Context: an optimization exercise on an open-source flow, tuned for small area, a short achievable clock period and few clock cycles per item. The choices shown serve that exercise and are no tape-out recipe.
RTL that was checked went through simulation tests only; none was proved equivalent to the original.
Only the layout flow was run in run 7; the RTL was not checked for function there.
No activity file was given, so power comes from the tool's default toggle rates.

===== design/flow/design.v =====
module alu(
        input clk,
        input rst,
        input [2:0] operation,
        input [15:0] srcA_i,
        input [15:0] srcB_i,
        input [15:0] sortNum0_i,
        input [15:0] sortNum1_i,
        input [15:0] sortNum2_i,
        input [15:0] sortNum3_i,
        input [15:0] sortNum4_i,
        input [15:0] sortNum5_i,
        input [15:0] sortNum6_i,
        input [15:0] sortNum7_i,
        input [15:0] sortNum8_i,
        output [15:0] data_o,
        output [15:0] sortNum0_o,
        output [15:0] sortNum1_o,
        output [15:0] sortNum2_o,
        output [15:0] sortNum3_o,
        output [15:0] sortNum4_o,
        output [15:0] sortNum5_o,
        output [15:0] sortNum6_o,
        output [15:0] sortNum7_o,
        output [15:0] sortNum8_o,
        output reg        done
);
localparam [2:0] OP_ADD  = 3'd0;
localparam [2:0] OP_SUB  = 3'd1;
localparam [2:0] OP_MUL  = 3'd2;
localparam [2:0] OP_DIV  = 3'd3;
localparam [2:0] OP_SORT = 3'd4;
wire [15:0] a = srcA_i;
wire [15:0] b = srcB_i;
reg  [3:0]  cnt;
reg  [15:0] H, L, D;
reg  [16:0] E;          
reg         prev;       
reg  [8:0]  cmp;        
reg  [15:0] R;          
reg         fmax, fmin;
reg  [15:0] S [0:8];
assign data_o = {(R[15] & ~fmax) | fmin, (R[14:0] | {15{fmax}}) & ~{15{fmin}}};
assign sortNum0_o = S[0];
assign sortNum1_o = S[1];
assign sortNum2_o = S[2];
assign sortNum3_o = S[3];
assign sortNum4_o = S[4];
assign sortNum5_o = S[5];
assign sortNum6_o = S[6];
assign sortNum7_o = S[7];
assign sortNum8_o = S[8];
wire first = (cnt == 4'd0);
function gt17;
        input [16:0] x;
        input [16:0] y;
        reg   [16:0] g, p;
        reg   [8:0]  g1, p1;
        reg   [4:0]  g2, p2;
        reg   [2:0]  g3, p3;
        integer i;
        begin
                g = x & ~y;
                p = x | ~y;
                for (i = 0; i < 8; i = i + 1) begin
                        g1[i] = g[2*i+1] | (p[2*i+1] & g[2*i]);
                        p1[i] = p[2*i+1] & p[2*i];
                end
                g1[8] = g[16];
                p1[8] = p[16];
                for (i = 0; i < 4; i = i + 1) begin
                        g2[i] = g1[2*i+1] | (p1[2*i+1] & g1[2*i]);
                        p2[i] = p1[2*i+1] & p1[2*i];
                end
                g2[4] = g1[8];
                p2[4] = p1[8];
                for (i = 0; i < 2; i = i + 1) begin
                        g3[i] = g2[2*i+1] | (p2[2*i+1] & g2[2*i]);
                        p3[i] = p2[2*i+1] & p2[2*i];
                end
                g3[2] = g2[4];
                p3[2] = p2[4];
                gt17 = g3[2] | (p3[2] & (g3[1] | (p3[1] & g3[0])));
        end
endfunction
function [15:0] lor16;
        input [15:0] x;
        reg   [15:0] o;
        integer i, l;
        begin
                o = x;
                for (l = 1; l < 16; l = l * 2)
                        for (i = 15; i >= l; i = i - 1)
                                o[i] = o[i] | o[i-l];
                lor16 = {o[14:0], 1'b0};
        end
endfunction
wire        is_sub = operation[0];
wire [15:0] as_r   = a + (b ^ {16{is_sub}}) + {15'd0, is_sub};
wire        as_ov  = ~a[15] & (b[15] ^ ~is_sub) & as_r[15];
wire        as_un  =  a[15] & (b[15] ^  is_sub) & ~as_r[15];
wire [15:0] na   = a ^ lor16(a);              
wire [15:0] m0_h2 = {a[15] & ~(a[14:0] == 15'd0), a[15:1]};    
reg  [15:0] m0_h;                             
reg         m0_o1, m0_o2;                     
always @* begin
        case (b[1:0])
                2'b00: begin m0_h = 16'd0; m0_o1 = 1'b0; m0_o2 = 1'b0; end
                2'b01: begin m0_h = {m0_h2[15], m0_h2[15:1]}; m0_o1 = a[0]; m0_o2 = m0_h2[0]; end
                2'b10: begin m0_h = {na[15], na[15:1]}; m0_o1 = 1'b0; m0_o2 = a[0]; end
                default: begin m0_h = {na[15], na[15], na[15:2]}; m0_o1 = a[0]; m0_o2 = na[1]; end
        endcase
end
reg         e1p, e1n, e2p, e2n;                        
wire [2:0]  bq  = first ? b[3:1] : L[3:1];             
wire [15:0] y1  = ({16{e1p}} & D) | ({16{e1n}} & E[15:0]);
wire [15:0] y2  = ({16{e2p}} & D) | ({16{e2n}} & E[15:0]);
wire        mt0 = H[0] & y1[0];                        
wire        mo1 = H[0] ^ y1[0];                        
wire [15:0] ua  = {1'b0, H[15:1]};
wire [15:0] ub  = {1'b0, y1[15:1]};
wire        uc  = {ua[13:0], mt0} > {~ub[13:0], 1'b0};   
wire        mf  = (ua[14] | ub[14] | uc) & ~(ua[14] & ub[14] & uc);   
wire [15:0] cs_s = ua ^ ub ^ y2;
wire [15:0] cs_c = (ua & ub) | (ua & y2) | (ub & y2);
wire        rnd  = (L[11] & ^L[10:2]) | (L[12] & L[11] & ~^L[10:2]);
wire [4:0]  ql   = {mo1, L[15:12]} + {4'd0, rnd};
wire        mlast = (cnt == 4'd7);
wire        c5   = mlast & rnd & mo1 & (&L[15:12]);
wire [16:0] s2t  = {cs_s, 1'b1} + {cs_c[14:0], mt0, c5};
wire [15:0] s2r  = s2t[16:1];
wire [15:0] s2   = {s2r[15] ^ mf, s2r[14:0]};
wire [15:0] mq   = {s2r[10:0], ql};
wire        sgn  = a[15] ^ b[15];
wire [15:0] am  = a ^ ({16{a[15]}} & lor16(a));      
wire [15:0] bm  = b ^ ({16{b[15]}} & lor16(b));      
wire [15:0] nb  = b ^ {16{b[15]}};
wire [16:0] t3a = {1'b0, nb};
wire [16:0] t3b = {nb, 1'b0};
wire [16:0] t3c = {15'd0, b[15], b[15]};
wire [16:0] bm3 = (t3a ^ t3b ^ t3c) + {((t3a & t3b) | (t3a & t3c) | (t3b & t3c)), 1'b0};
wire        bz    = (b == 16'd0);
wire        b1    = (b == 16'd1) | (b == 16'hffff);
wire        dv_g1 = am[15] & bz;
wire [1:0]  dv_t1 = {am[15], am[14]};
wire        dv_g2 = ((dv_t1 != 2'd0) & bz) | (dv_t1[1] & b1);
wire [1:0]  dv_t2 = (dv_g2 & b1) ? dv_t1 - 2'd1 : dv_t1;
wire [16:0] X    = {H, L[15]};
wire        h_gt = H[14:0] > D[14:0];
wire        h_eq = (H[14:0] == D[14:0]);
wire        d_g1 = (H[15] & ~D[15]) | (~(H[15] ^ D[15]) & h_gt);           
wire        d_ms = H[15] & ~D[15] & (h_gt | h_eq);                         
wire        d_ca = X[15:0] > D;
wire        x_gt = X[15:0] > E[15:0];
wire        d_c3 = (X[16] & ~E[16]) | (~(X[16] ^ E[16]) & x_gt);         
wire        d_ch = X[16] & ~E[16] & x_gt;                                 
wire        d_g2 = d_g1 ? (d_ms ? d_ch : d_c3) : d_ca;
wire [14:0] r0   = X[14:0];
wire [14:0] r1   = X[14:0] - D[14:0];
wire [14:0] r2   = X[14:0] - {D[13:0], 1'b0};
wire [14:0] r3   = X[14:0] - E[14:0];
wire        ds0  = ~d_g1 & ~d_g2, ds1 = ~d_g1 & d_g2, ds2 = d_g1 & ~d_g2, ds3 = d_g1 & d_g2;
wire [14:0] rr   = ({15{ds0}} & r0) | ({15{ds1}} & r1) | ({15{ds2}} & r2) | ({15{ds3}} & r3);
wire [15:0] dq  = {L[13:0], d_g1, d_g2};
wire [15:0] orl = lor16({2'b00, L[13:0]});
wire        glo = d_g1 | d_g2;
wire [15:0] d_res = sgn ? {L[13:0] ^ (orl[13:0] | {14{glo}}), d_g1 ^ d_g2, d_g2} : dq;
wire [15:0] xin [0:8];
assign xin[0] = sortNum0_i;
assign xin[1] = sortNum1_i;
assign xin[2] = sortNum2_i;
assign xin[3] = sortNum3_i;
assign xin[4] = sortNum4_i;
assign xin[5] = sortNum5_i;
assign xin[6] = sortNum6_i;
assign xin[7] = sortNum7_i;
assign xin[8] = sortNum8_i;
reg  [15:0] sel;
integer u;
always @* begin
        sel = 16'd0;
        for (u = 0; u < 8; u = u + 1)
                sel = sel | (xin[u] & {16{cnt[2:0] == u}});
end
reg [8:0] cmp_n;
integer j;
always @* begin
        for (j = 0; j < 9; j = j + 1)
                cmp_n[j] = gt17({sel, 1'b1}, {xin[j], ~(j < cnt)});
end
reg [3:0] ga, gb, gc;       
reg [8:0] slot;
integer k, i1, i2;
always @* begin
        for (k = 0; k < 4; k = k + 1) begin
                ga[k] = (cmp[0] + cmp[1] + cmp[2] == k);
                gb[k] = (cmp[3] + cmp[4] + cmp[5] == k);
                gc[k] = (cmp[6] + cmp[7] + cmp[8] == k);
        end
        slot = 9'd0;
        for (i1 = 0; i1 < 4; i1 = i1 + 1)
                for (i2 = 0; i2 < 4; i2 = i2 + 1)
                        for (k = 0; k < 4; k = k + 1)
                                if (i1 + i2 + k < 9)
                                        slot[i1 + i2 + k] = slot[i1 + i2 + k] | (ga[i1] & gb[i2] & gc[k]);
end
wire last = (operation == OP_MUL)  ? (cnt == 4'd7)  :
            (operation == OP_DIV)  ? (cnt == 4'd12) :
            (operation == OP_SORT) ? (cnt == 4'd8)  : 1'b1;
always @(posedge clk or posedge rst) begin
        if (rst) begin
                cnt  <= 4'd0;
                done <= 1'b0;
        end else begin
                cnt  <= last ? 4'd0 : cnt + 4'd1;
                done <= last;
        end
end
always @(posedge clk) begin
        cmp <= cmp_n;
        E   <= (operation == OP_MUL) ? {1'b0, na} : bm3;
        e1p <= ~bq[1] & bq[0];
        e1n <= bq[1] & ~bq[0];
        e2p <= ~bq[2] & bq[1];
        e2n <= bq[2] & ~bq[1];
        case (operation)
        OP_MUL: begin
                if (first) begin
                        H    <= m0_h;
                        L    <= {m0_o2, m0_o1, b[15:2]};
                        prev <= b[1];
                end else begin
                        H    <= {s2[15], s2[15:1]};
                        L    <= {s2[0], mo1, L[15:2]};
                        prev <= L[1];
                end
                D    <= a;
                R    <= mq;
                fmax <= ~sgn & mq[15];
                fmin <= sgn & ~mq[15];
        end
        OP_DIV: begin
                if (first) begin
                        H <= {13'd0, dv_t2, am[13]};
                        L <= {am[12:0], 1'b0, dv_g1, dv_g2};
                end else begin
                        H <= {rr, L[14]};
                        L <= {L[13:0], d_g1, d_g2};
                end
                prev <= L[1];
                D    <= bm;
                R    <= d_res;
                fmax <= 1'b0;
                fmin <= 1'b0;
        end
        OP_SORT: begin
                H    <= {s2[15], s2[15:1]};
                L    <= {s2[0], mo1, L[15:2]};
                prev <= L[1];
                D    <= sel;
                R    <= as_r;
                fmax <= as_ov;
                fmin <= as_un;
        end
        default: begin
                H    <= {s2[15], s2[15:1]};
                L    <= {s2[0], mo1, L[15:2]};
                prev <= L[1];
                D    <= a;
                R    <= as_r;
                fmax <= as_ov;
                fmin <= as_un;
        end
        endcase
end
wire [15:0] sdat = first ? sortNum8_i : D;
integer p;
always @(posedge clk)
        if (operation == OP_SORT)
                for (p = 0; p < 9; p = p + 1)
                        if (first | slot[p]) S[p] <= sdat;
endmodule

===== design/flow/flow/run.sh =====
#!/bin/bash
# The standard layout, except that the port buffers are buf_1 cells
# (buffer_ports would otherwise pick its lowest-drive buffer, a delay cell).
export BUFFER_PORTS_ARGS="-buffer_cell sky130_fd_sc_hd__buf_1"
bash standard.sh > standard.log 2>&1

===== design/flow/standard.sh =====
#!/bin/bash
# synth_recipe.tcl (not shown) runs the flow's synth.tcl, then flattens the netlist and writes it again
# the make line also repeats each setting of config.mk as NAME=value (left out here)
make -C /OpenROAD-flow-scripts/flow DESIGN_CONFIG=/design/flow/config.mk WORK_HOME=/design/flow/orfs CLKGATE_MAP_FILE= SYNTH_SCRIPT=/design/flow/synth_recipe.tcl "${@:-finish}"

===== design/flow/config.mk =====
export PLATFORM = sky130hd
export DESIGN_NAME = alu
export DESIGN_NICKNAME = alu
export VERILOG_FILES = /design/flow/design.v
export SDC_FILE = /design/flow/constraint.sdc
export NUM_CORES = 4
export LEC_CHECK = 0
export CAP_MARGIN = 20
export CELL_PAD_IN_SITES_DETAIL_PLACEMENT = 1
export CELL_PAD_IN_SITES_GLOBAL_PLACEMENT = 2
export CORE_MARGIN = 2
export CORE_UTILIZATION = 35
export PLACE_DENSITY = 0.6
export SETUP_SLACK_MARGIN = 1.1
export SLEW_MARGIN = 20

===== design/flow/constraint.sdc =====
create_clock -name core_clock -period 5.0 [get_ports {clk}]
set_input_delay 1.0000 -clock core_clock [delete_from_list [all_inputs] [get_ports {clk}]]
set_output_delay 1.0000 -clock core_clock [all_outputs]
set_load 0.01 [all_outputs]

==> reports/results.ini, run 1 <==
[floorplanning]
core_region_area_sq_um=55100
fp.dieW_um=240
die_area_sq_um=57700
rows=86
start_util=0.354
die_h_um=240
io_pins=342

[yosys]
synthFlopType=edfxtp_1
async_flop_share=0.0204
synth-seq-cells=245
synth_seq_area_share=0.326
yosysWarnings=2
synth.avg_cell_area_sq_um=8.69
netlist-cell-type-count=85
syn_inst=2245
syn_area_sq_um=19500
synth_edf_count=144
synth_nets=2600

[worst_hold_path]
hold_class=in2async

[sta]
skew_ns=0.0228
fin_tns_setup_ns=0
max_clock_freq_ghz=0.259
rsz0062_at_grt=yes
worst_slew_pin_slew_ns=1.02
worst_slack_ns=1.14
setup_viol=0
slew_violations=0
hold_violations=0
slew_headroom=0.313
finalCritPeriodShare=0.772
holdWs_ns=0.292
min_period_ns=3.86

[clock_tree]
numCtsBuffers=28
cts_max_level=1
cts_buffer_depth=3
clk_latency_ns=0.59
clock_sinks=245
path_clk_slew_ns=0.06
cts_hold_buf=0
cts_tree=done
root_buffer=clkbuf_16

[detailed_routing]
wirelength_um=90800
remaining_drc_errors=0
vias=19700
wire_per_inst_um=27.1
ant_nets=0
drt_pass1_iterations=7
drtIter0Drc=1493
via_per_inst=5.89

[grt]
grt_first_pass_wirelength_um=131000
grt_use_total=0.304
grt_max_degree=83
grt_pass1_vias=19900
gr-total-overflow=0
antenna_found_initial=0

[finish]
nets=2928
layout-drive-gt1-share=0.106
final_util=0.425
multiInputGateArea_sq_um=12500
final_area_sq_um=23400
area_delta_synth_final_pct=19.9
n_fill_cell=6606
seq_area_sq_um=6370

[pwr]
power_density_nw_per_um2=568
p_comb_frac=0.611
pwr-share-seq=0.226
internal_power_mw=6.99
switchingPower_mw=6.29
power.leakage_nw=9.10
power_switching_share=0.474
ir_drop_mv=0.304
pwr-share-clk=0.162

[worst_setup_path]
start_kind=flop
cp_max_fo=18
reg2regPathDepth=14
worst_setup_path_end_kind=flop
worstSetupPathType=reg2reg
required_ns=5.45
worstPathArrival_ns=4.31

[placed_design]
portBuffers=341
dpl.hpwl_um=72100
pre_cts_slack_ns=0.324
gp_congestion=0.935
place_area_sq_um=22000

[job]
cap_viol_max_count=0

[outcome]
status=no timing/DRC/antenna violations

[Yosys cell counts, types with 7 or more instances]
cell | number | area, sq um
a211o_1 | 7 | 61.3
a211oi_1 | 20 | 150
a21boi_0 | 13 | 97.6
a21o_1 | 41 | 308
a21oi_1 | 166 | 831
a221oi_1 | 21 | 184
a222oi_1 | 44 | 440
a22o_1 | 35 | 307
a22oi_1 | 31 | 233
a31oi_1 | 26 | 163
and2_1 | 12 | 75.1
and3_1 | 12 | 75.1
buf_1 | 11 | 41.3
buf_2 | 12 | 60.1
clkbuf_1 | 129 | 484
dfxtp_1 | 96 | 1920
edfxtp_1 | 144 | 4320
fa_1 | 24 | 480
ha_1 | 150 | 1880
inv_1 | 113 | 424
maj3_1 | 30 | 300
mux2i_1 | 12 | 120
nand2_1 | 199 | 747
nand2b_1 | 10 | 62.6
nand3_1 | 39 | 195
nand4_1 | 23 | 144
nor2_1 | 191 | 717
nor2b_1 | 13 | 81.3
nor3_1 | 26 | 130
nor4_1 | 8 | 50.1
o211ai_1 | 16 | 120
o21a_1 | 11 | 82.6
o21ai_0 | 150 | 751
o21bai_1 | 10 | 75.1
o221ai_1 | 24 | 210
o22ai_1 | 44 | 275
o31ai_1 | 23 | 173
or2_2 | 12 | 75.1
or3_1 | 20 | 125
xnor2_1 | 83 | 727
xor2_1 | 77 | 674
[through the flow]
step           cells  total power, mW
2_1_floorplan   2245             8.00
3_5_place_dp    3276             10.7
4_1_cts         3333             13.1
6_report        3344             13.3
3_3_place_gp    3276             10.6
5_1_grt         3343             14.2
[placed cells by master, fill, tap and decap left out, drive strengths merged, types with 20 or more instances in the layout]
cell and count:
nor3 26, xor2 78, nand4 23, a21oi 166, xnor2 83, buf 450, a31oi 27, maj3 36
nand3 39, a22o 35, clkbuf 36, a222oi 44, nand2 201, o22ai 44, or3 22, edfxtp 144
nor2 191, o31ai 23, a21o 41, o21ai 155, fa 24, a22oi 31, a211oi 20, dfxtp 96
o221ai 24, ha 150, a221oi 21, inv 117
[cell families after synthesis]
| family | count (synthesis) | synth area share |
|---|---|---|
| compound gates | 755 | 0.262 |
| xor+xnor | 161 | 0.0732 |
| fa+ha+maj | 210 | 0.140 |
| buf+inv | 272 | 0.0543 |
| flops | 245 | 0.326 |
| mux | 14 | 0.00731 |
| simple gates | 588 | 0.137 |
[critical path: stages, from the launching register on]
cell       delay, ns
dfrtp_2         0.42
inv_2           0.07
ha_2            0.27
buf_4           0.24
a222oi_1        0.49
nand2_1         0.11
a222oi_1        0.51
bufbuf_16       0.36
nand2_1         0.07
a31oi_1         0.15
maj3_1          0.19
a21oi_1         0.06
a2111oi_2       0.48
o211a_1         0.24
a211oi_2        0.05
[state kept, by name, indices dropped and copies added (netlist names)]
register / cells
e1p: 1
e2n: 1
H: 16
D: 16
fmin: 1
E: 17
L: 16
cmp: 9
R: 16
e1n: 1
fmax: 1
S: 144
e2p: 1
cnt: 4
done: 1
[area by class of cell]
cell class	instances	share of cell area
Multi-Input combinational cell	1729	0.534
Sequential cell	245	0.272
Timing Repair Buffer	453	0.0934
Tap cell	748	0.0400
Clock buffer	34	0.0318
Inverter	116	0.0188
Clock inverter	18	0.00909
Antenna cell	1	0.000107
[final timing paths]
| path | from | to | slack, ns |
|---|---|---|---|
| setup / recovery | cnt[0]$_DFF_PP0_ | cmp[0]$_DFF_P_ | 1.14 |
| hold / removal | rst | done$_DFF_PP0_ | 0.29 |
| setup reg to reg | cnt[0]$_DFF_PP0_ | cmp[0]$_DFF_P_ | 1.14 |
| hold reg to reg | L[0]$_DFF_P_ | L[2]$_DFF_P_ | 0.56 |
| max in group asynchronous | rst | cnt[0]$_DFF_PP0_ | 4.48 |
| min in group core_clock | L[0]$_DFF_P_ | L[2]$_DFF_P_ | 0.56 |
[power by group through the flow]
stage | Combinational, mW | Sequential (mW) | Clock, mW
3_3_place_gp | 7.51 | 3.05 | 0
5_1_grt | 8.84 | 3.06 | 2.26
6_report | 8.12 | 3.01 | 2.16
2_1_floorplan | 5.14 | 2.86 | 0
3_5_place_dp | 7.63 | 3.05 | 0
4_1_cts | 7.90 | 3.01 | 2.20
[layer usage]
metal | GRT usage | routed length (um)
met1 | 0.391 | 38400
met5 | 0 | 0
met3 | 0.0370 | 5450
met4 | 0.100 | 3080
met2 | 0.529 | 43800
[repair_timing]
| action | 4_1_cts | 5_1_grt |
|---|---|---|
| buffers inserted | 4 | 8 |
| pin swaps | 6 | 9 |
| setup endpoints to repair | 29 | 44 |
| endpoints found under the hold margin | 0 | 0 |
| cloned | 1 | 2 |
| gates resized for setup | 33 | 47 |
Testbench counts, summed over its fixed seeds: cycles 10,165, items 1,600.
==> run 2, diff against run 1 <==
--- a/design/flow/config.mk
+++ b/design/flow/config.mk
@@ -10,6 +10,7 @@
 export CELL_PAD_IN_SITES_GLOBAL_PLACEMENT = 2
 export CORE_MARGIN = 2
 export CORE_UTILIZATION = 35
+export GPL_ROUTABILITY_DRIVEN = 0
 export PLACE_DENSITY = 0.6
 export SETUP_SLACK_MARGIN = 1.1
 export SLEW_MARGIN = 20
==> reports/results.ini, run 2 <==
[clock_tree]
cts_hold_buf=0  ; unchanged
cts_max_level=1  ; unchanged
clk_latency_ns=0.59  ; about the same
path_clk_slew_ns=0.07  ; about the same
cts_tree=done
root_buffer=clkbuf_16
cts_buffer_depth=3  ; unchanged
clock_sinks=245  ; unchanged
numCtsBuffers=28  ; unchanged

[detailed_routing]
wirelength_um=90300  ; -0.51%
vias=19700  ; +0.17%
via_per_inst=5.90  ; +0.26%
ant_nets=0  ; unchanged
remaining_drc_errors=0  ; unchanged
drt_pass1_iterations=6  ; -1
wire_per_inst_um=27.0  ; -0.42%
drtIter0Drc=1555  ; +4.2%

[sta]
setup_viol=0  ; unchanged
skew_ns=0.0150  ; -0.00783 ns
max_clock_freq_ghz=0.263  ; +1.5%
hold_violations=0  ; unchanged
slew_violations=0  ; unchanged
slew_headroom=0.234  ; -0.0791
worst_slack_ns=1.20  ; +0.0575 ns
finalCritPeriodShare=0.760  ; -0.0115
worst_slew_pin_slew_ns=1.15  ; +0.129 ns
rsz0062_at_grt=yes
holdWs_ns=0.295  ; +0.00293 ns
min_period_ns=3.80  ; -0.0575 ns
fin_tns_setup_ns=0  ; unchanged

[finish]
nets=2924  ; -0.14%
final_cell_mix=buf_1 (336), nand2_1 (199), nor2_1 (186)
final_common_cell=buf_1
area_delta_synth_final_pct=19.6
reg.largest.list=S x144, E x17
layout-drive-gt1-share=0.102  ; -0.00370
largest_register_ff_count=144  ; unchanged
regMostFlops=S
n_fill_cell=6568  ; -0.58%

[worst_setup_path]
critPathLaunch=srcA_i[1]
start_kind=primary input
cp_max_fo=8  ; -10
worstSetupPathType=in2reg
reg2reg_slack_ns=1.21  ; +0.07 ns
reg2regPathDepth=14  ; unchanged
r2r_start=e2n$_DFF_P_
worst_setup_path_end_kind=flop
required_ns=5.47  ; +0.02 ns
timing.rr.end=fmax$_DFF_P_
worstPathArrival_ns=4.27  ; -0.04 ns

[floorplanning]
io_pins=342  ; unchanged
core_region_area_sq_um=55100  ; unchanged
fp.dieW_um=240  ; unchanged
rows=86  ; unchanged
start_util=0.354  ; unchanged
die_h_um=240  ; unchanged
die_area_sq_um=57700  ; unchanged

[pwr]
ir_drop_mv=0.243  ; -20%
power.leakage_nw=9.07  ; -0.34%
power_density_nw_per_um2=567  ; about the same

[yosys]
syn_inst=2245  ; unchanged
netlist-cell-type-count=85  ; unchanged
synth_nets=2600  ; unchanged
synth_edf_count=144  ; unchanged
async_flop_share=0.0204  ; unchanged
synthFlopType=edfxtp_1
syn_area_sq_um=19500  ; unchanged
yosysTopAreaCell=edfxtp_1
synth.area.top_cells=edfxtp_1 (22%), dfxtp_1 (9.8%), ha_1 (9.6%)
ys_top_cells_by_count=nand2_1 (199), nor2_1 (191), a21oi_1 (166), ha_1 (150), o21ai_0 (150)
synth_seq_area_share=0.326  ; unchanged
synth-seq-cells=245  ; unchanged
yosysWarnings=2  ; unchanged
synth.most_common_cell=nand2_1
synth.avg_cell_area_sq_um=8.69  ; unchanged
yosys.area.top_type_share=0.222  ; unchanged

[grt]
grt_use_total=0.305  ; about the same
grt_pass1_vias=19800  ; -0.69%
gr-total-overflow=0  ; unchanged
antenna_found_initial=4  ; +4
grt_use_met2=0.524  ; -0.00464
grtUsageMet3=0.0406  ; +0.00367
met1_usage=0.394  ; +0.00321
grt_first_pass_wirelength_um=131000  ; -0.63%
grt_max_degree=83  ; unchanged
grt-busiest-layer=met2

[placed_design]
portBuffers=341  ; unchanged
dpl.hpwl_um=72400  ; +0.43%
pre_cts_slack_ns=0.467  ; +0.143 ns

[outcome]
status=no timing/DRC/antenna violations

[job]
cap_viol_max_count=0  ; unchanged

[worst_hold_path]
hold_class=in2async

==> run 2: cell counts after synthesis <==
Identical to the previous run, type by type.
==> run 2: worst max-delay path: stages <==
cell,delay [ns]
buf_2,0.18
inv_4,0.08
ha_4,0.14
inv_2,0.04
or3_4,0.36
or3_4,0.38
or4_4,0.48
or3_4,0.38
nand2_4,0.10
xor2_4,0.19
ha_4,0.17
nor2_1,0.04
nor2_1,0.10
nor2_1,0.06
xor2_1,0.16
o31ai_1,0.09
a221o_1,0.29
==> run 2: where the power goes <==
part | switching (mW) | internal [mW]
Sequential | 0.465 | 2.57
Combinational | 4.88 | 3.15
Clock | 0.899 | 1.28
Total | 6.25 | 7.00
==> run 2: what timing repair did <==
item / CTS / global route
setup endpoints to repair: 26 / 41
resized for setup: 21 / 52
buffers inserted: 1 / 14
cloned: 0 / 1
pin swaps: 2 / 9
==> run 2: worst max-delay path by stage <==
stage               slack [ns]              to  cells after the start
finish                    1.20    H[1]$_DFF_P_                     17
global route              1.05   E[15]$_DFF_P_                     18
CTS                       1.05  cmp[3]$_DFF_P_                     13
detailed placement        0.47    H[1]$_DFF_P_                     17
global placement          0.48    H[1]$_DFF_P_                     17
floorplan                 0.84    H[1]$_DFF_P_                     18
==> run 2: stage by stage <==
| step | area [sq um] | power, mW | std cells | utilization |
|---|---|---|---|---|
| floorplan | 19700 | 8.00 | 2245 | - |
| global placement | 22000 | 10.6 | 3271 | 0.399 |
| detailed placement | 22000 | 10.7 | 3271 | 0.399 |
| CTS | 23000 | 13.1 | 3324 | 0.418 |
| global route | 23300 | 14.2 | 3339 | 0.424 |
| finish | 23300 | 13.2 | 3341 | 0.424 |
==> run 2: final cells by class <==
class	instances	area [sq um]	area share
clock inverters	14	209	0.00895
flip-flops and latches	245	6380	0.273
multi-input cells	1728	12500	0.534
well taps	748	936	0.0401
repair buffers	450	2150	0.0920
clock buffers	38	758	0.0325
diodes	2	5.00	0.000214
inverters	116	440	0.0189
==> run 2: cell families (layout without fill, tap and decap cells) <==
logic type,after synthesis,count (layout),share of synthesized area
muxes,14,14,0.00731
other,0,2,0
and+or+nand+nor,588,588,0.137
adders and majority gates,210,210,0.140
DFF,245,245,0.326
buffers and inverters,272,618,0.0543
AOI/OAI and AO/OA,755,755,0.262
xor gates and xnor gates,161,161,0.0732
==> run 2: per-layer routing <==
metal,wire (um),up-vias
li1,-,9025
met1,38400,9804
met2,43200,752
met3,5660,139
met4,3060,2
met5,13,-
==> run 3, diff against run 2 <==
--- a/design/flow/config.mk
+++ b/design/flow/config.mk
@@ -10,7 +10,9 @@
 export CELL_PAD_IN_SITES_GLOBAL_PLACEMENT = 2
 export CORE_MARGIN = 2
 export CORE_UTILIZATION = 35
+export CTS_CLUSTER_DIAMETER = 90
+export CTS_CLUSTER_SIZE = 25
 export GPL_ROUTABILITY_DRIVEN = 0
 export PLACE_DENSITY = 0.6
-export SETUP_SLACK_MARGIN = 1.1
+export SETUP_SLACK_MARGIN = 1.0
 export SLEW_MARGIN = 20
==> reports/results.ini, run 3 <==
[finish]
nets=2906  ; -0.62%
regMostFlops=S
largest_register_ff_count=144  ; unchanged
final_cell_mix=buf_1 (337), nand2_1 (198), nor2_1 (187)
final_common_cell=buf_1
n_fill_cell=6636  ; +1.0%
area_delta_synth_final_pct=17.5
layout-drive-gt1-share=0.0930  ; -0.00931
reg.largest.list=S x144, E x17

[worst_setup_path]
worstSetupPathType=in2reg
worst_setup_path_end_kind=flop
cp_top_family=simple AND/OR/NAND/NOR gates
cp_max_fo=8  ; unchanged
critPathLaunch=srcA_i[1]
critPathBufInv=3  ; unchanged
worstPathArrival_ns=4.36  ; +0.09 ns
required_ns=5.46  ; about the same
reg2reg_slack_ns=1.13  ; -0.08 ns
path_cells=clkbuf_2 > inv_4 > ha_4 > inv_2 > or3_4 > or3_1 > or4_4 > or3_4 > xor2_1 > a221oi_1 > a211oi_1 > a211oi_1 > o21ai_1
reg2regPathDepth=15  ; +1
timing.rr.end=cmp[5]$_DFF_P_
r2r_start=cnt[1]$_DFF_PP0_
critPathSlowestCell=or4_4
start_kind=primary input
slowest_delay_ns=0.48  ; about the same

[sta]
worst_slew_pin_slew_ns=1.05  ; -0.102 ns
fin_tns_setup_ns=0  ; unchanged
slew_headroom=0.294  ; +0.0606
max_clock_freq_ghz=0.257  ; -2.4%
skew_ns=0.0243  ; +0.00931 ns
setup_viol=0  ; unchanged
rsz0062_at_grt=yes
finalCritPeriodShare=0.779  ; +0.0190
min_period_ns=3.90  ; +0.0951 ns
slew_violations=0  ; unchanged
hold_violations=0  ; unchanged
worst_slack_ns=1.10  ; -0.0951 ns

[clock_tree]
cts_tree=done
cts_hold_buf=0  ; unchanged
clock_sinks=245  ; unchanged
cts_max_level=1  ; unchanged
numCtsBuffers=19  ; -32%
root_buffer=clkbuf_16
cts_buffer_depth=3  ; unchanged
clk_latency_ns=0.53  ; -0.06 ns
path_clk_slew_ns=0.09  ; +0.02 ns

[outcome]
status=no timing/DRC/antenna violations

[yosys]
synth.avg_cell_area_sq_um=8.69  ; unchanged
synth_nets=2600  ; unchanged
yosys.area.top_type_share=0.222  ; unchanged
synth_seq_area_share=0.326  ; unchanged
ys_top_cells_by_count=nand2_1 (199), nor2_1 (191), a21oi_1 (166), ha_1 (150), o21ai_0 (150)
async_flop_share=0.0204  ; unchanged
syn_area_sq_um=19500  ; unchanged
synth.most_common_cell=nand2_1
synthFlopType=edfxtp_1
synth.area.top_cells=edfxtp_1 (22%), dfxtp_1 (9.8%), ha_1 (9.6%)
yosysTopAreaCell=edfxtp_1
synth_edf_count=144  ; unchanged
yosysWarnings=2  ; unchanged
syn_inst=2245  ; unchanged
synth-seq-cells=245  ; unchanged
netlist-cell-type-count=85  ; unchanged

[grt]
grt_max_degree=83  ; unchanged
grt_use_total=0.303  ; -0.00156
grt_first_pass_wirelength_um=131000  ; about the same
gr-total-overflow=0  ; unchanged
antenna_found_initial=0  ; -4
grt_pass1_vias=19600  ; -0.70%

[floorplanning]
die_h_um=240  ; unchanged
core_region_area_sq_um=55100  ; unchanged
rows=86  ; unchanged
io_pins=342  ; unchanged
die_area_sq_um=57700  ; unchanged
fp.dieW_um=240  ; unchanged
start_util=0.354  ; unchanged

[job]
cap_viol_max_count=0  ; unchanged

[placed_design]
dpl.hpwl_um=71900  ; -0.75%
pre_cts_slack_ns=0.379  ; -0.0873 ns
portBuffers=341  ; unchanged

[detailed_routing]
ant_nets=0  ; unchanged
drt_pass1_iterations=7  ; +1
wire_per_inst_um=27.1  ; +0.13%
wirelength_um=89600  ; -0.80%
vias=19400  ; -1.5%
via_per_inst=5.87  ; -0.54%
drtIter0Drc=1516  ; -2.5%
remaining_drc_errors=0  ; unchanged

[pwr]
power.leakage_nw=8.86  ; -2.3%
ir_drop_mv=0.228  ; -5.9%
power_density_nw_per_um2=550  ; -3.2%

[worst_hold_path]
hold_class=in2async

==> run 3: cell counts after synthesis <==
No cell type changed its count.
==> run 3: how the worst max path moves through the flow <==
stage | end | slack [ns] | cells after the start
final | H[13]$_DFF_P_ | 1.10 | 13
after global routing | cmp[0]$_DFF_P_ | 0.97 | 14
after CTS | cmp[2]$_DFF_P_ | 0.97 | 15
after detailed placement | H[1]$_DFF_P_ | 0.38 | 16
after global placement | H[1]$_DFF_P_ | 0.45 | 16
after floorplan | H[1]$_DFF_P_ | 0.84 | 18
==> run 3: cell type report <==
type                            instances  area [sq um]  share of cell area
Timing Repair Buffer                  441          2110              0.0920
Tap cell                              748           936              0.0408
Clock inverter                         10           118             0.00513
Antenna cell                            2          5.00            0.000218
Sequential cell                       245          6380               0.278
Multi-Input combinational cell       1728         12400               0.543
Clock buffer                           20           500              0.0218
Inverter                              116           440              0.0192
==> run 3: cells by family (layout without fill, tap and decap cells) <==
family	count (synthesis)	after routing	synth area share
buffers and inverters	272	587	0.0543
adder cells (fa/ha/maj)	210	210	0.140
other	0	2	0
XOR/XNOR	161	161	0.0732
AO/OA/AOI/OAI	755	755	0.262
flip-flops	245	245	0.326
multiplexers	14	14	0.00731
AND/OR/NAND/NOR	588	588	0.137
==> run 3: per-stage QoR <==
| stage | utilization | cells | hold slack (ns) | area (sq um) | power [mW] |
|---|---|---|---|---|---|
| 3_5_place_dp | 0.399 | 3267 | 0.545 | 22000 | 10.7 |
| 5_1_grt | 0.416 | 3308 | 0.365 | 22900 | 13.5 |
| 3_3_place_gp | 0.398 | 3266 | 0.525 | 21900 | 10.6 |
| 4_1_cts | 0.412 | 3302 | 0.342 | 22700 | 12.5 |
| 6_report | 0.416 | 3310 | 0.339 | 22900 | 12.6 |
| 2_1_floorplan | - | 2245 | 0.469 | 19700 | 7.99 |
==> run 3: layer usage <==
layer,track usage,vias to the layer above,wire (um)
li1,-,8986,-
met1,0.403,9720,39200
met2,0.524,632,43000
met3,0.0332,96,5040
met4,0.0740,0,2250
met5,0,-,0
==> run 3: worst register-to-register path: stages (launching register included) <==
cell,delay (ns)
dfrtp_2,0.44
inv_2,0.10
ha_4,0.20
buf_12,0.15
buf_4,0.18
a222oi_1,0.49
nand2_1,0.11
a222oi_1,0.46
buf_4,0.42
o221ai_1,0.19
a31oi_1,0.16
a2111oi_0,0.11
o21ai_0,0.21
maj3_1,0.19
o21ai_0,0.08
a22o_1,0.24
==> run 3: timing repair <==
action / 4_1_cts / 5_1_grt
endpoints found under the hold margin: 0 / 0
resized for setup: 20 / 45
pin swaps: 1 / 7
cloned: 0 / 1
setup endpoints to repair: 26 / 36
setup buffers: 5 / 5
==> run 3: where the power goes <==
| group | total (mW) | internal [mW] | switching [mW] | leakage [nW] |
|---|---|---|---|---|
| Clock | 1.61 | 0.766 | 0.844 | 0.297 |
| Combinational | 7.97 | 3.11 | 4.86 | 6.37 |
| Sequential | 3.02 | 2.56 | 0.460 | 2.19 |
==> run 4, diff against run 3 <==
--- a/design/flow/config.mk
+++ b/design/flow/config.mk
@@ -10,8 +10,8 @@
 export CELL_PAD_IN_SITES_GLOBAL_PLACEMENT = 2
 export CORE_MARGIN = 2
 export CORE_UTILIZATION = 35
-export CTS_CLUSTER_DIAMETER = 90
-export CTS_CLUSTER_SIZE = 25
+export CTS_CLUSTER_DIAMETER = 100
+export CTS_CLUSTER_SIZE = 30
 export GPL_ROUTABILITY_DRIVEN = 0
 export PLACE_DENSITY = 0.6
 export SETUP_SLACK_MARGIN = 1.0
==> reports/results.ini, run 4 <==
[detailed_routing]
drtIter0Drc=1510  ; -0.40%
routed-wl-met2_um=43000  ; -0.15%
ant_nets=0  ; unchanged
via_per_inst=5.90  ; +0.50%
top_layer_used=met5
drt_pass1_iterations=7  ; unchanged
wirelength_um=89400  ; -0.16%
remaining_drc_errors=0  ; unchanged
dr_wl_met3_um=4710  ; -6.6%
vias=19500  ; +0.20%
wire_per_inst_um=27.1  ; +0.15%
met1_length_um=39500  ; +0.77%

[pwr]
ir_drop_mv=0.228  ; -0.40%
power.leakage_nw=8.81  ; -0.57%
power_density_nw_per_um2=548  ; -0.35%

[yosys]
synth.area.top_cells=edfxtp_1 (22%), dfxtp_1 (9.8%), ha_1 (9.6%)
syn_inst=2245  ; unchanged
synth-seq-cells=245  ; unchanged
synthFlopType=edfxtp_1
synth_seq_area_share=0.326  ; unchanged
yosysWarnings=2  ; unchanged
netlist-cell-type-count=85  ; unchanged
synth.avg_cell_area_sq_um=8.69  ; unchanged
synth_edf_count=144  ; unchanged
async_flop_share=0.0204  ; unchanged
synth_nets=2600  ; unchanged
synth.most_common_cell=nand2_1
ys_top_cells_by_count=nand2_1 (199), nor2_1 (191), a21oi_1 (166), ha_1 (150), o21ai_0 (150)
syn_area_sq_um=19500  ; unchanged
yosys.area.top_type_share=0.222  ; unchanged
yosysTopAreaCell=edfxtp_1

[finish]
nets=2900  ; -0.21%
regMostFlops=S
reg.largest.list=S x144, E x17
antenna_cells=0  ; -2
final_cell_mix=buf_1 (337), nand2_1 (198), nor2_1 (187)
area_delta_synth_final_pct=16.9
largest_register_ff_count=144  ; unchanged
layout-drive-gt1-share=0.0905  ; -0.00245
final_common_cell=buf_1

[sta]
holdWs_ns=0.342  ; +0.00329 ns
min_period_ns=3.84  ; -0.0558 ns
setup_viol=0  ; unchanged
slew_headroom=0.277  ; -0.0176
fin_tns_setup_ns=0  ; unchanged
worst_slew_pin_slew_ns=1.07  ; +0.0261 ns
hold_violations=0  ; unchanged
slew_violations=0  ; unchanged
max_clock_freq_ghz=0.260  ; +1.5%
finalCritPeriodShare=0.768  ; -0.0112
skew_ns=0.0343  ; +0.00999 ns
rsz0062_at_grt=yes

[clock_tree]
root_buffer=clkbuf_16
path_clk_slew_ns=0.10  ; about the same
cts_max_level=1  ; unchanged
numCtsBuffers=16  ; -3
cts_buffer_depth=3  ; unchanged
cts_hold_buf=0  ; unchanged
cts_tree=done
clock_sinks=245  ; unchanged
clk_latency_ns=0.53  ; about the same

[floorplanning]
io_pins=342  ; unchanged
start_util=0.354  ; unchanged
rows=86  ; unchanged
core_region_area_sq_um=55100  ; unchanged
die_h_um=240  ; unchanged
fp.dieW_um=240  ; unchanged
die_area_sq_um=57700  ; unchanged

[outcome]
status=no timing/DRC/antenna violations

[worst_setup_path]
worstSetupPathType=in2reg
cp_max_fo=8  ; unchanged
worstPathArrival_ns=4.25  ; -0.11 ns
start_kind=primary input
worst_setup_path_end_kind=flop
required_ns=5.41  ; -0.05 ns

[worst_hold_path]
hold_class=in2async

[placed_design]
portBuffers=341  ; unchanged
dpl.hpwl_um=71900  ; unchanged

[grt]
antenna_found_initial=1  ; +1
grt_use_total=0.303  ; about the same
gr-total-overflow=0  ; unchanged
grt_max_degree=83  ; unchanged
grt_pass1_vias=19600  ; unchanged
grt_first_pass_wirelength_um=131000  ; unchanged

[job]
cap_viol_max_count=0  ; unchanged

run 4: cell counts after synthesis:
No cell type changed its count.
run 4: area by class of cell:
type / instances / area [sq um]
Tap cell: 748 / 936
Multi-Input combinational cell: 1728 / 12400
Clock inverter: 8 / 118
Timing Repair Buffer: 438 / 2070
Clock buffer: 17 / 425
Fill cell: 6640 / 32300
Inverter: 116 / 440
Sequential cell: 245 / 6380
run 4: metrics by stage:
stage                     worst slack [ns]   util  instances  area [sq um]  power, mW
after floorplan                      0.839      -       2245         19700       7.99
after global placement               0.454  0.398       3266         21900       10.6
after detailed placement             0.379  0.399       3267         22000       10.7
after CTS                            0.971  0.410       3296         22600       12.4
after global routing                 0.990  0.414       3300         22800       13.4
final                                 1.16  0.414       3300         22800       12.5
run 4: worst max-delay path: stages:
cell and delay, ns:
clkbuf_2 0.18, or3_4 0.42, or3_4 0.40, nor3_4 0.27, nand2b_4 0.10, or3_4 0.37
nor3_2 0.20, ha_2 0.27, inv_2 0.07, ha_4 0.16, nor2_1 0.10, nor2_1 0.05
nor2_1 0.12, xor2_1 0.17, o31ai_1 0.08, a221o_1 0.28
run 4: what timing repair did:
action / 4_1_cts / 5_1_grt
pin swaps: 1 / 7
endpoints found under the setup margin: 23 / 39
setup buffers: 4 / 3
gates resized for setup: 19 / 46
cloned: 0 / 1
run 4: layer usage:
metal,vias to the layer above,GRT usage
met5,-,0
met4,2,0.0740
met2,648,0.526
li1,8964,-
met3,90,0.0342
met1,9769,0.401
run 4: path summary, 6_finish.rpt:
check	from	end	slack [ns]	cells after the start
max in group asynchronous	rst	cnt[2]$_DFF_PP0_	4.44	2
min in group core_clock	cnt[0]$_DFF_PP0_	cnt[0]$_DFF_PP0_	0.55	1
worst min register to register	cnt[0]$_DFF_PP0_	cnt[0]$_DFF_PP0_	0.55	1
worst max-delay path	srcA_i[0]	H[1]$_DFF_P_	1.16	16
worst max register to register	e2n$_DFF_P_	H[7]$_DFF_P_	1.17	15
worst min-delay path	rst	done$_DFF_PP0_	0.34	2
run 4: cell families after synthesis:
group | after synthesis | synth area share
AOI/OAI and AO/OA | 755 | 0.262
xor gates and xnor gates | 161 | 0.0732
and+or+nand+nor | 588 | 0.137
buffers and inverters | 272 | 0.0543
adders and majority gates | 210 | 0.140
muxes | 14 | 0.00731
DFF | 245 | 0.326
run 4: power breakdown:
part,switching (mW),internal [mW]
registers,0.460,2.56
logic,4.85,3.11
clock network,0.841,0.675
==> run 5, diff against run 4 <==
==> design/flow/config.mk (replaced) <==
export PLATFORM = sky130hd
export DESIGN_NAME = alu
export DESIGN_NICKNAME = alu
export VERILOG_FILES = /design/flow/design.v
export SDC_FILE = /design/flow/constraint.sdc
export NUM_CORES = 4
export LEC_CHECK = 0
export CAP_MARGIN = 10
export CELL_PAD_IN_SITES_DETAIL_PLACEMENT = 1
export CELL_PAD_IN_SITES_GLOBAL_PLACEMENT = 2
export CORE_MARGIN = 2
export CORE_UTILIZATION = 35
export GPL_ROUTABILITY_DRIVEN = 0
export PLACE_DENSITY = 0.6
export SETUP_SLACK_MARGIN = 1.0
export SLEW_MARGIN = 10
==> reports/results.ini, run 5 <==
[job]
cap_viol_max_count=0  ; unchanged

[yosys]
yosys.area.top_type_share=0.222  ; unchanged
yosysTopAreaCell=edfxtp_1
synth.most_common_cell=nand2_1
ys_top_cells_by_count=nand2_1 (199), nor2_1 (191), a21oi_1 (166), ha_1 (150), o21ai_0 (150)
synth_edf_count=144  ; unchanged
yosysWarnings=2  ; unchanged
synth-seq-cells=245  ; unchanged
synth_seq_area_share=0.326  ; unchanged
netlist-cell-type-count=85  ; unchanged
synth.area.top_cells=edfxtp_1 (22%), dfxtp_1 (9.8%), ha_1 (9.6%)
async_flop_share=0.0204  ; unchanged
syn_inst=2245  ; unchanged
synthFlopType=edfxtp_1
syn_area_sq_um=19500  ; unchanged
synth_nets=2600  ; unchanged
synth.avg_cell_area_sq_um=8.69  ; unchanged

[pwr]
power_density_nw_per_um2=567  ; +3.5%
ir_drop_mv=0.304  ; +33%
power.leakage_nw=9.00  ; +2.2%
total_power_mw=13.2  ; +5.4%

[floorplanning]
die_h_um=240  ; unchanged
start_util=0.354  ; unchanged
fp.dieW_um=240  ; unchanged
die_area_sq_um=57700  ; unchanged
io_pins=342  ; unchanged
core_region_area_sq_um=55100  ; unchanged
rows=86  ; unchanged

[sta]
setup_viol=0  ; unchanged
skew_ns=0.0182  ; -0.0161 ns
hold_violations=0  ; unchanged
slew_violations=0  ; unchanged
min_period_ns=3.87  ; +0.0266 ns
slew_headroom=0.216  ; -0.0609
worst_slew_pin_slew_ns=1.18  ; +0.103 ns
finalCritPeriodShare=0.773  ; +0.00532
holdWs_ns=0.293  ; -0.0489 ns
rsz0062_at_grt=yes
max_clock_freq_ghz=0.259  ; -0.69%
fin_tns_setup_ns=0  ; unchanged

[grt]
gr-total-overflow=0  ; unchanged
antenna_found_initial=0  ; -1
grt_max_degree=83  ; unchanged
grt_pass1_vias=19800  ; +1.0%
grt_first_pass_wirelength_um=132000  ; +0.63%
grt_use_total=0.305  ; +0.00169

[worst_setup_path]
slowest_delay_ns=0.46  ; +0.04 ns
worstPathArrival_ns=4.37  ; +0.12 ns
required_ns=5.51  ; +0.10 ns
path_cells=inv_2 > ha_4 > buf_12 > a22oi_1 > a31oi_2 > nor2_4 > maj3_1 > a21oi_1 > o21ai_0 > maj3_1 > maj3_1 > maj3_1 > o21ai_0 > a22o_1
crit_top_cell=maj3_1
start_kind=flop
cp_max_fo=16  ; +8
worst_setup_path_end_kind=flop
worstSetupPathType=reg2reg
critPathSlowestCell=dfrtp_2

[finish]
n_fill_cell=6604  ; -0.54%
layout-drive-gt1-share=0.0958  ; +0.00533
multiInputGateArea_sq_um=12500  ; +0.24%
final_cell_mix=buf_1 (337), nand2_1 (199), nor2_1 (188)
reg.largest.list=S x144, E x17
regMostFlops=S
area_delta_synth_final_pct=19.0
nets=2911  ; +0.38%
largest_register_ff_count=144  ; unchanged
final_common_cell=buf_1
seq_area_sq_um=6380  ; unchanged
antenna_cells=0  ; unchanged

[placed_design]
portBuffers=341  ; unchanged
dpl.hpwl_um=71800  ; -0.12%

[detailed_routing]
wire_per_inst_um=27.0  ; -0.31%
wirelength_um=89800  ; +0.45%
remaining_drc_errors=0  ; unchanged
drt_pass1_iterations=6  ; -1
ant_nets=0  ; unchanged
drtIter0Drc=1531  ; +1.4%
via_per_inst=5.87  ; -0.52%
vias=19500  ; +0.23%

[clock_tree]
cts_hold_buf=0  ; unchanged
numCtsBuffers=28  ; +12
root_buffer=clkbuf_16
path_clk_slew_ns=0.07  ; -0.03 ns
clk_latency_ns=0.59  ; +0.06 ns
cts_tree=done
cts_buffer_depth=3  ; unchanged
clock_sinks=245  ; unchanged
cts_max_level=1  ; unchanged

[worst_hold_path]
hold_class=in2async

[outcome]
status=no timing/DRC/antenna violations

-- run 5: cell types whose count changed in the layout (fill, tap and decap cells not counted), moves of 3 or more --
cell,previous run,this run
clkbuf_16,18,29
clkbuf_1,0,5
inv_12,5,0
o21ai_0,127,132
o21ai_1,25,20
clkinv_2,1,5
clkinv_4,0,4
bufinv_16,0,3
clkinv_1,2,5
-- run 5: logic make-up (layout without fill, tap and decap cells) --
kind of cell               after synthesis  count (layout)  share of synthesized area
AOI/OAI and AO/OA                      755             755                      0.262
and+or+nand+nor                        588             588                      0.137
buffers and inverters                  272             604                     0.0543
DFF                                    245             245                      0.326
adders and majority gates              210             210                      0.140
xor gates and xnor gates               161             161                     0.0732
muxes                                   14              14                    0.00731
-- run 5: metrics by stage --
step           utilization  worst slack (ns)  cell area (sq um)  cells
2_1_floorplan            -             0.839              19700   2245
3_3_place_gp         0.398             0.454              21900   3266
3_5_place_dp         0.398             0.400              21900   3266
4_1_cts              0.417             0.927              23000   3320
5_1_grt              0.421             0.978              23200   3325
6_report             0.421              1.13              23200   3325
-- run 5: cell type report --
class,count,area share
Timing Repair Buffer,437,0.0890
Clock buffer,33,0.0310
Tap cell,748,0.0403
Inverter,116,0.0190
Multi-Input combinational cell,1728,0.537
Clock inverter,18,0.00894
Sequential cell,245,0.275
-- run 5: worst max-delay path, delay by kind of cell, from the launching register on --
family	cells	cell delay, ns
AO/OA/AOI/OAI	6	1.11
buffers and inverters	2	0.31
adder cells (fa/ha/maj)	5	1.78
AND/OR/NAND/NOR	1	0.12
flip-flops	1	0.46
-- run 5: where the power goes --
group          internal [mW]  leakage, nW  switching [mW]  total (mW)
combinational           3.13         6.36            4.90        8.02
sequential              2.57         2.19           0.466        3.03
clock                   1.19        0.450           0.913        2.11
-- run 5: path summary, 6_finish.rpt --
path | from | slack, ns | end | depth (start not counted)
max in group asynchronous | rst | 4.50 | cnt[1]$_DFF_PP0_ | 2
worst min-delay path | rst | 0.29 | cnt[3]$_DFF_PP0_ | 2
worst max register to register | cnt[0]$_DFF_PP0_ | 1.13 | cmp[5]$_DFF_P_ | 14
worst max-delay path | cnt[0]$_DFF_PP0_ | 1.13 | cmp[5]$_DFF_P_ | 14
worst min register to register | cnt[0]$_DFF_PP0_ | 0.55 | cnt[0]$_DFF_PP0_ | 1
min in group core_clock | cnt[0]$_DFF_PP0_ | 0.55 | cnt[0]$_DFF_PP0_ | 1
-- run 5: per-layer routing --
| layer | vias up | wire (um) | GRT usage | part of all wire |
|---|---|---|---|---|
| met1 | 9747 | 38700 | 0.398 | 0.43 |
| li1 | 8996 | - | - | - |
| met2 | 656 | 42400 | 0.521 | 0.47 |
| met4 | 0 | 2920 | 0.0920 | 0.033 |
| met5 | - | 0 | 0 | 0 |
| met3 | 119 | 5800 | 0.0418 | 0.065 |
-- run 5: timing repair --
action	CTS	global route
endpoints found under the hold margin	0	0
setup buffers	3	4
pin swaps	1	5
setup endpoints to repair	23	36
gates cloned	0	1
resized for setup	18	49
==> run 6, diff against run 5 <==
==> design/flow/config.mk (replaced) <==
export PLATFORM = sky130hd
export DESIGN_NAME = alu
export DESIGN_NICKNAME = alu
export VERILOG_FILES = /design/flow/design.v
export SDC_FILE = /design/flow/constraint.sdc
export NUM_CORES = 4
export LEC_CHECK = 0
export CAP_MARGIN = 20
export CELL_PAD_IN_SITES_DETAIL_PLACEMENT = 0
export CELL_PAD_IN_SITES_GLOBAL_PLACEMENT = 1
export CORE_MARGIN = 2
export CORE_UTILIZATION = 35
export GPL_ROUTABILITY_DRIVEN = 0
export PLACE_DENSITY = 0.6
export SETUP_SLACK_MARGIN = 1.0
export SLEW_MARGIN = 20
==> reports/results.ini, run 6 <==
[outcome]
status=no timing/DRC/antenna violations

[grt]
grt_first_pass_wirelength_um=119000  ; -9.6%
grt_max_degree=83  ; unchanged
grt_use_total=0.273  ; -0.0321
gr-total-overflow=0  ; unchanged
grt_pass1_vias=18800  ; -5.4%
antenna_found_initial=4  ; +4

[worst_setup_path]
reg2reg_slack_ns=1.12  ; -0.02 ns
required_ns=5.48  ; -0.03 ns
timing.rr.end=cmp[2]$_DFF_P_
cp_max_fo=30  ; +14
worstPathArrival_ns=4.37  ; about the same
reg2regPathDepth=14  ; unchanged
worstSetupPathType=reg2reg
start_kind=flop
r2r_start=cnt[1]$_DFF_PP0_
worst_setup_path_end_kind=flop

[yosys]
synth_seq_area_share=0.326  ; unchanged
synth.avg_cell_area_sq_um=8.69  ; unchanged
ys_top_cells_by_count=nand2_1 (199), nor2_1 (191), a21oi_1 (166), ha_1 (150), o21ai_0 (150)
yosysWarnings=2  ; unchanged
yosys.area.top_type_share=0.222  ; unchanged
syn_inst=2245  ; unchanged
yosysTopAreaCell=edfxtp_1
synth.area.top_cells=edfxtp_1 (22%), dfxtp_1 (9.8%), ha_1 (9.6%)
async_flop_share=0.0204  ; unchanged
synth_nets=2600  ; unchanged
synthFlopType=edfxtp_1
synth_edf_count=144  ; unchanged
syn_area_sq_um=19500  ; unchanged
netlist-cell-type-count=85  ; unchanged
synth.most_common_cell=nand2_1
synth-seq-cells=245  ; unchanged

[finish]
largest_register_ff_count=144  ; unchanged
reg.largest.list=S x144, E x17
final_area_sq_um=23100  ; -0.65%
layout-drive-gt1-share=0.0911  ; -0.00480
final_cell_mix=buf_1 (337), nand2_1 (199), nor2_1 (187)
area_delta_synth_final_pct=18.2
regMostFlops=S
final_common_cell=buf_1
nets=2904  ; -0.24%

[clock_tree]
cts_buffer_depth=3  ; unchanged
clock_sinks=245  ; unchanged
path_clk_slew_ns=0.06  ; about the same
cts_max_level=1  ; unchanged
root_buffer=clkbuf_16
clk_latency_ns=0.58  ; about the same
cts_tree=done
numCtsBuffers=27  ; -3.6%

[placed_design]
portBuffers=341  ; unchanged
dpl.hpwl_um=64300  ; -10%
place_area_sq_um=21900  ; -0.24%

[detailed_routing]
drt_pass1_iterations=9  ; +3
via_per_inst=5.84  ; -0.56%
wire_per_inst_um=24.3  ; -9.9%
wirelength_um=80800  ; -10%
ant_nets=0  ; unchanged
remaining_drc_errors=0  ; unchanged
drtIter0Drc=2018  ; +32%
vias=19400  ; -0.65%

[floorplanning]
die_area_sq_um=57700  ; unchanged
fp.dieW_um=240  ; unchanged
start_util=0.354  ; unchanged
rows=86  ; unchanged
die_h_um=240  ; unchanged
io_pins=342  ; unchanged
core_region_area_sq_um=55100  ; unchanged

[sta]
hold_violations=0  ; unchanged
slew_headroom=0.284  ; +0.0686
skew_ns=0.0205  ; +0.00224 ns
finalCritPeriodShare=0.777  ; +0.00336
rsz0062_at_grt=yes
fin_tns_setup_ns=0  ; unchanged
min_period_ns=3.88  ; +0.0168 ns
setup_viol=0  ; unchanged
max_clock_freq_ghz=0.258  ; -0.43%
worst_slew_pin_slew_ns=1.06  ; -0.114 ns
slew_violations=0  ; unchanged

[pwr]
power_density_nw_per_um2=553  ; -2.4%
ir_drop_mv=0.307  ; +1.2%
power.leakage_nw=8.96  ; -0.54%

[job]
cap_viol_max_count=0  ; unchanged

[worst_hold_path]
hold_class=in2async

run 6: cell types whose count changed in the layout (fill, tap and decap cells not counted), sizes merged:
cell and change:
bufinv -1, inv +5, buf -4, clkinvlp -1
clkinv -6, diode +4
run 6: report_power, final:
group / switching (mW) / internal, mW
Clock: 0.880 / 1.18
Combinational: 4.66 / 3.03
Sequential: 0.454 / 2.56
Total: 6.00 / 6.77
run 6: logic make-up (layout without fill, tap and decap cells):
kind of cell,count (synthesis),count (layout),share of synthesized area
AND/OR/NAND/NOR,588,588,0.137
other,0,4,0
AO/OA/AOI/OAI,755,755,0.262
flip-flops,245,245,0.326
adder cells (fa/ha/maj),210,210,0.140
multiplexers,14,14,0.00731
buffers and inverters,272,597,0.0543
XOR/XNOR,161,161,0.0732
run 6: worst max path at each step:
| stage | end | cells after the start | from |
|---|---|---|---|
| 3_5_place_dp | H[1]$_DFF_P_ | 16 | srcA_i[0] |
| 3_3_place_gp | H[1]$_DFF_P_ | 16 | srcA_i[1] |
| 6_report | cmp[2]$_DFF_P_ | 14 | cnt[1]$_DFF_PP0_ |
| 2_1_floorplan | H[1]$_DFF_P_ | 18 | srcA_i[2] |
| 4_1_cts | cmp[2]$_DFF_P_ | 14 | cnt[1]$_DFF_PP0_ |
| 5_1_grt | R[7]$_DFF_P_ | 15 | L[15]$_DFF_P_ |
run 6: repair_timing:
action,4_1_cts,5_1_grt
endpoints found under the setup margin,14,37
resized for setup,15,43
setup buffers,0,4
hold buffers,0,0
pin swaps,1,3
cloned,0,1
run 6: worst max-delay path: stages (launching register included):
cell       delay [ns]
dfrtp_2          0.46
inv_1            0.16
ha_2             0.29
buf_8            0.25
a22oi_1          0.15
a32oi_1          0.30
nor2_2           0.18
nand2_1          0.13
a21boi_0         0.10
maj3_1           0.36
o31ai_1          0.29
o2111ai_1        0.24
a32o_1           0.33
a222oi_1         0.28
or3_1            0.25
run 6: metal layers:
| metal | part of all wire | GRT usage | routed length (um) | up-vias |
|---|---|---|---|---|
| li1 | - | - | - | 9005 |
| met1 | 0.44 | 0.373 | 35300 | 9341 |
| met2 | 0.45 | 0.441 | 36100 | 898 |
| met3 | 0.080 | 0.0379 | 6480 | 147 |
| met4 | 0.037 | 0.0939 | 2950 | 0 |
| met5 | 0 | 0 | 0 | - |
run 6: metrics by stage:
step / hold WS [ns] / instances / utilization / total power [mW] / setup slack (ns)
2_1_floorplan: 0.469 / 2245 / - / 7.99 / 0.839
3_3_place_gp: 0.542 / 3262 / 0.397 / 10.4 / 0.429
3_5_place_dp: 0.536 / 3262 / 0.397 / 10.4 / 0.376
4_1_cts: 0.282 / 3312 / 0.415 / 12.6 / 1.01
5_1_grt: 0.297 / 3320 / 0.419 / 13.7 / 0.864
6_report: 0.302 / 3322 / 0.419 / 12.8 / 1.12
run 6: final cells by class:
cell class	instances	area [sq um]
clock inverters	15	158
inverters	116	440
diodes	4	10.0
repair buffers	431	2010
multi-input cells	1728	12400
fillers	5758	32000
flip-flops and latches	245	6370
clock buffers	35	756
well taps	748	936
==> run 7, diff against run 6 <==
--- a/design/flow/design.v
+++ b/design/flow/design.v
@@ -111,10 +111,10 @@
                 default: begin m0_h = {na[15], na[15], na[15:2]}; m0_o1 = a[0]; m0_o2 = na[1]; end
         endcase
 end
-reg         e1p, e1n, e2p, e2n;                        
+reg  [15:0] y1, y2;                                    
 wire [2:0]  bq  = first ? b[3:1] : L[3:1];             
-wire [15:0] y1  = ({16{e1p}} & D) | ({16{e1n}} & E[15:0]);
-wire [15:0] y2  = ({16{e2p}} & D) | ({16{e2n}} & E[15:0]);
+wire        n1p = ~bq[1] & bq[0], n1n = bq[1] & ~bq[0];
+wire        n2p = ~bq[2] & bq[1], n2n = bq[2] & ~bq[1];
 wire        mt0 = H[0] & y1[0];                        
 wire        mo1 = H[0] ^ y1[0];                        
 wire [15:0] ua  = {1'b0, H[15:1]};
@@ -218,11 +218,9 @@
 end
 always @(posedge clk) begin
         cmp <= cmp_n;
-        E   <= (operation == OP_MUL) ? {1'b0, na} : bm3;
-        e1p <= ~bq[1] & bq[0];
-        e1n <= bq[1] & ~bq[0];
-        e2p <= ~bq[2] & bq[1];
-        e2n <= bq[2] & ~bq[1];
+        E   <= bm3;
+        y1  <= ({16{n1p}} & a) | ({16{n1n}} & na);
+        y2  <= ({16{n2p}} & a) | ({16{n2n}} & na);
         case (operation)
         OP_MUL: begin
                 if (first) begin
@@ -234,7 +232,7 @@
                         L    <= {s2[0], mo1, L[15:2]};
                         prev <= L[1];
                 end
-                D    <= a;
+                D    <= bm;
                 R    <= mq;
                 fmax <= ~sgn & mq[15];
                 fmin <= sgn & ~mq[15];
@@ -266,7 +264,7 @@
                 H    <= {s2[15], s2[15:1]};
                 L    <= {s2[0], mo1, L[15:2]};
                 prev <= L[1];
-                D    <= a;
+                D    <= bm;
                 R    <= as_r;
                 fmax <= as_ov;
                 fmin <= as_un;
--- a/design/flow/config.mk
+++ b/design/flow/config.mk
@@ -6,8 +6,8 @@
 export NUM_CORES = 4
 export LEC_CHECK = 0
 export CAP_MARGIN = 20
-export CELL_PAD_IN_SITES_DETAIL_PLACEMENT = 0
-export CELL_PAD_IN_SITES_GLOBAL_PLACEMENT = 1
+export CELL_PAD_IN_SITES_DETAIL_PLACEMENT = 1
+export CELL_PAD_IN_SITES_GLOBAL_PLACEMENT = 2
 export CORE_MARGIN = 2
 export CORE_UTILIZATION = 35
 export GPL_ROUTABILITY_DRIVEN = 0
==> reports/results.ini, run 7 <==
[clock_tree]
clk_latency_ns=0.57  ; about the same
cts_hold_buf=0  ; unchanged
cts_buffer_depth=3  ; unchanged
path_clk_slew_ns=0.06  ; about the same
clock_sinks=273  ; +11%
cts_max_level=2  ; +1
root_buffer=clkbuf_16
cts_tree=done
numCtsBuffers=34  ; +26%

[yosys]
synth_edf_count=144  ; unchanged
ys_top_cells_by_count=a21oi_1 (240), nand2_1 (211), o21ai_0 (177), nor2_1 (154), ha_1 (149)
synth-seq-cells=273  ; +11%
synth.avg_cell_area_sq_um=8.69  ; about the same
syn_inst=2342  ; +4.3%
synthFlopType=edfxtp_1
yosysTopAreaCell=edfxtp_1
synth.area.top_cells=edfxtp_1 (21%), dfxtp_1 (12%), ha_1 (9.2%)
syn_area_sq_um=20400  ; +4.3%
yosysWarnings=2  ; unchanged
synth_nets=2696  ; +3.7%
netlist-cell-type-count=83  ; -2.4%
synth_seq_area_share=0.341  ; +0.0141
yosys.area.top_type_share=0.212  ; -0.00911
async_flop_share=0.0183  ; -0.00209
synth.most_common_cell=a21oi_1

[finish]
final_common_cell=buf_1
reg.largest.list=S x144, E x17
layout-drive-gt1-share=0.0987  ; +0.00769
fin_cells=3470  ; +4.5%
nets=3032  ; +4.4%
final_cell_mix=buf_1 (338), a21oi_1 (228), nand2_1 (209)
area_delta_synth_final_pct=19.9
largest_register_ff_count=144  ; unchanged
regMostFlops=S

[pwr]
power_density_nw_per_um2=565  ; +2.0%
power.leakage_nw=9.50  ; +6.1%
ir_drop_mv=0.300  ; -2.5%
total_power_mw=13.8  ; +7.9%

[sta]
finalCritPeriodShare=0.813  ; +0.0365
worst_slew_pin_slew_ns=1.04  ; -0.0270 ns
worst_slack_ns=0.934  ; -0.183 ns
min_period_ns=4.07  ; +0.183 ns
setup_viol=0  ; unchanged
slew_headroom=0.302  ; +0.0182
slew_violations=0  ; unchanged
fin_tns_setup_ns=0  ; unchanged
rsz0062_at_grt=yes
max_clock_freq_ghz=0.246  ; -4.5%
skew_ns=0.0283  ; +0.00787 ns
hold_violations=0  ; unchanged

[detailed_routing]
drt_pass1_iterations=6  ; -3
vias=20200  ; +4.2%
via_per_inst=5.82  ; -0.26%
wire_per_inst_um=25.7  ; +5.5%
ant_nets=0  ; unchanged
drtIter0Drc=1482  ; -27%
wirelength_um=89100  ; +10%
remaining_drc_errors=0  ; unchanged

[floorplanning]
die_area_sq_um=60100  ; +4.2%
die_h_um=245  ; +2.1%
io_pins=342  ; unchanged
fp.dieW_um=245  ; +2.1%
core_region_area_sq_um=57600  ; +4.5%
rows=88  ; +2.3%
start_util=0.353  ; -0.000798

[worst_setup_path]
cp_max_fo=2  ; -93%
worstSetupPathType=in2reg
required_ns=5.43  ; -0.05 ns
worst_setup_path_end_kind=flop
reg2reg_slack_ns=1.10  ; -0.02 ns
start_kind=primary input
worstPathArrival_ns=4.49  ; +0.12 ns

[grt]
grt_use_total=0.290  ; +0.0169
met1_usage=0.364  ; -0.00816
grt-busiest-layer=met2
grtUsageMet3=0.0352  ; -0.00268
gr-total-overflow=0  ; unchanged
grt_max_degree=79  ; -4.8%
antenna_found_initial=3  ; -1
grt_first_pass_wirelength_um=132000  ; +11%
grt_use_met2=0.516  ; +0.0754
grt_pass1_vias=20500  ; +9.5%

[job]
cap_viol_max_count=0  ; unchanged

[placed_design]
pre_cts_slack_ns=0.116  ; -0.260 ns
dpl.hpwl_um=70800  ; +10%
dpl.cell_count=3394  ; +4.0%
portBuffers=341  ; unchanged

[outcome]
status=no timing/DRC/antenna violations

[worst_hold_path]
hold_class=in2async

## run 7: final timing paths
check                                 start          endpoint  cells past startpoint
max                               srcA_i[1]      H[1]$_DFF_P_                     16
min                                     rst    done$_DFF_PP0_                      2
max reg2reg                cnt[1]$_DFF_PP0_    cmp[7]$_DFF_P_                     14
min reg2reg                cnt[0]$_DFF_PP0_  cnt[0]$_DFF_PP0_                      1
max in group asynchronous               rst  cnt[1]$_DFF_PP0_                      2
min in group core_clock    cnt[0]$_DFF_PP0_  cnt[0]$_DFF_PP0_                      1
## run 7: area by class of cell
class                      count  area [sq um]
antenna                        1          2.50
clock buffer                  40           923
clock inverter                22           264
fill                        6876         33200
inverter                     124           465
multi-input combinational   1795         12700
sequential                   273          6940
tap                          765           957
timing repair buffer         450          2170
## run 7: layer usage
metal  vias to the layer above  part of all wire
li1                       9349                 -
met1                     10100              0.43
met2                       629              0.49
met3                       137             0.051
met4                         2             0.032
met5                         -           0.00019
## run 7: logic make-up after synthesis
| family | synth area share |
|---|---|
| buf+inv | 0.0525 |
| compound gates | 0.259 |
| xor+xnor | 0.0680 |
| mux | 0.0143 |
| fa+ha+maj | 0.133 |
| simple gates | 0.133 |
| flops | 0.341 |
## run 7: power by group
part / internal [mW] / leakage (nW) / total (mW) / switching, mW
Clock: 1.51 / 0.574 / 2.60 / 1.09
Combinational: 3.03 / 6.50 / 7.87 / 4.84
Sequential: 2.83 / 2.43 / 3.31 / 0.472
Total: 7.38 / 9.50 / 13.8 / 6.40
## run 7: metrics by stage
step	utilization	area [sq um]	hold slack, ns
after floorplan	-	20400	0.478
after CTS	0.420	24200	0.298
final	0.424	24400	0.315
after detailed placement	0.396	22800	0.559
after global routing	0.424	24400	0.324
after global placement	0.396	22800	0.548
## run 7: timing repair
action	4_1_cts	5_1_grt
pin swaps	7	15
gates cloned	1	0
buffers inserted	6	6
gates resized for setup	23	42
setup endpoints to repair	26	39
## run 7: critical path, stage by stage
cell and delay, ns:
buf_4 0.15, or3_4 0.38, or3_4 0.34, or3_4 0.34, or3_4 0.37, or3_4 0.37
nor3_4 0.23, ha_4 0.17, inv_2 0.04, ha_4 0.16, nor3_4 0.14, o21ai_2 0.09
xnor2_2 0.17, a21oi_2 0.08, nor2b_2 0.18, a221o_1 0.28

==> static timing again, ports no longer ideal <==
How much do the figures lean on ideal ports? The routed layouts below were timed once more, with nothing changed but the port constraints.
Step 1: set_driving_cell puts a clkbuf_16 on clk and a buf_2 on each other input, an assumption about the parent block.
Step 2 also shifts input and output timing later by t, the mid clock arrival at the registers, as if the neighbouring blocks saw the same clock.
Three values: ideal ports, drivers, drivers and shift; two values: the first two.
run | t (ns) | setup WS [ns]
run 1 | 0.639 | 1.142 / 1.142 / 0.640
run 2 | 0.641 | 1.199 / 1.208 / 0.601
run 3 | 0.585 | 1.104 / 1.129 / 0.550
run 4 | 0.584 | 1.160 / 1.169 / 0.618
run 5 | 0.643 | 1.134 / 1.134 / 0.590
run 6 | 0.629 | 1.117 / 1.117 / 0.555
run 7 | 0.617 | 0.934 / 0.976 / 0.359
After both steps setup and hold are still met in every run listed.
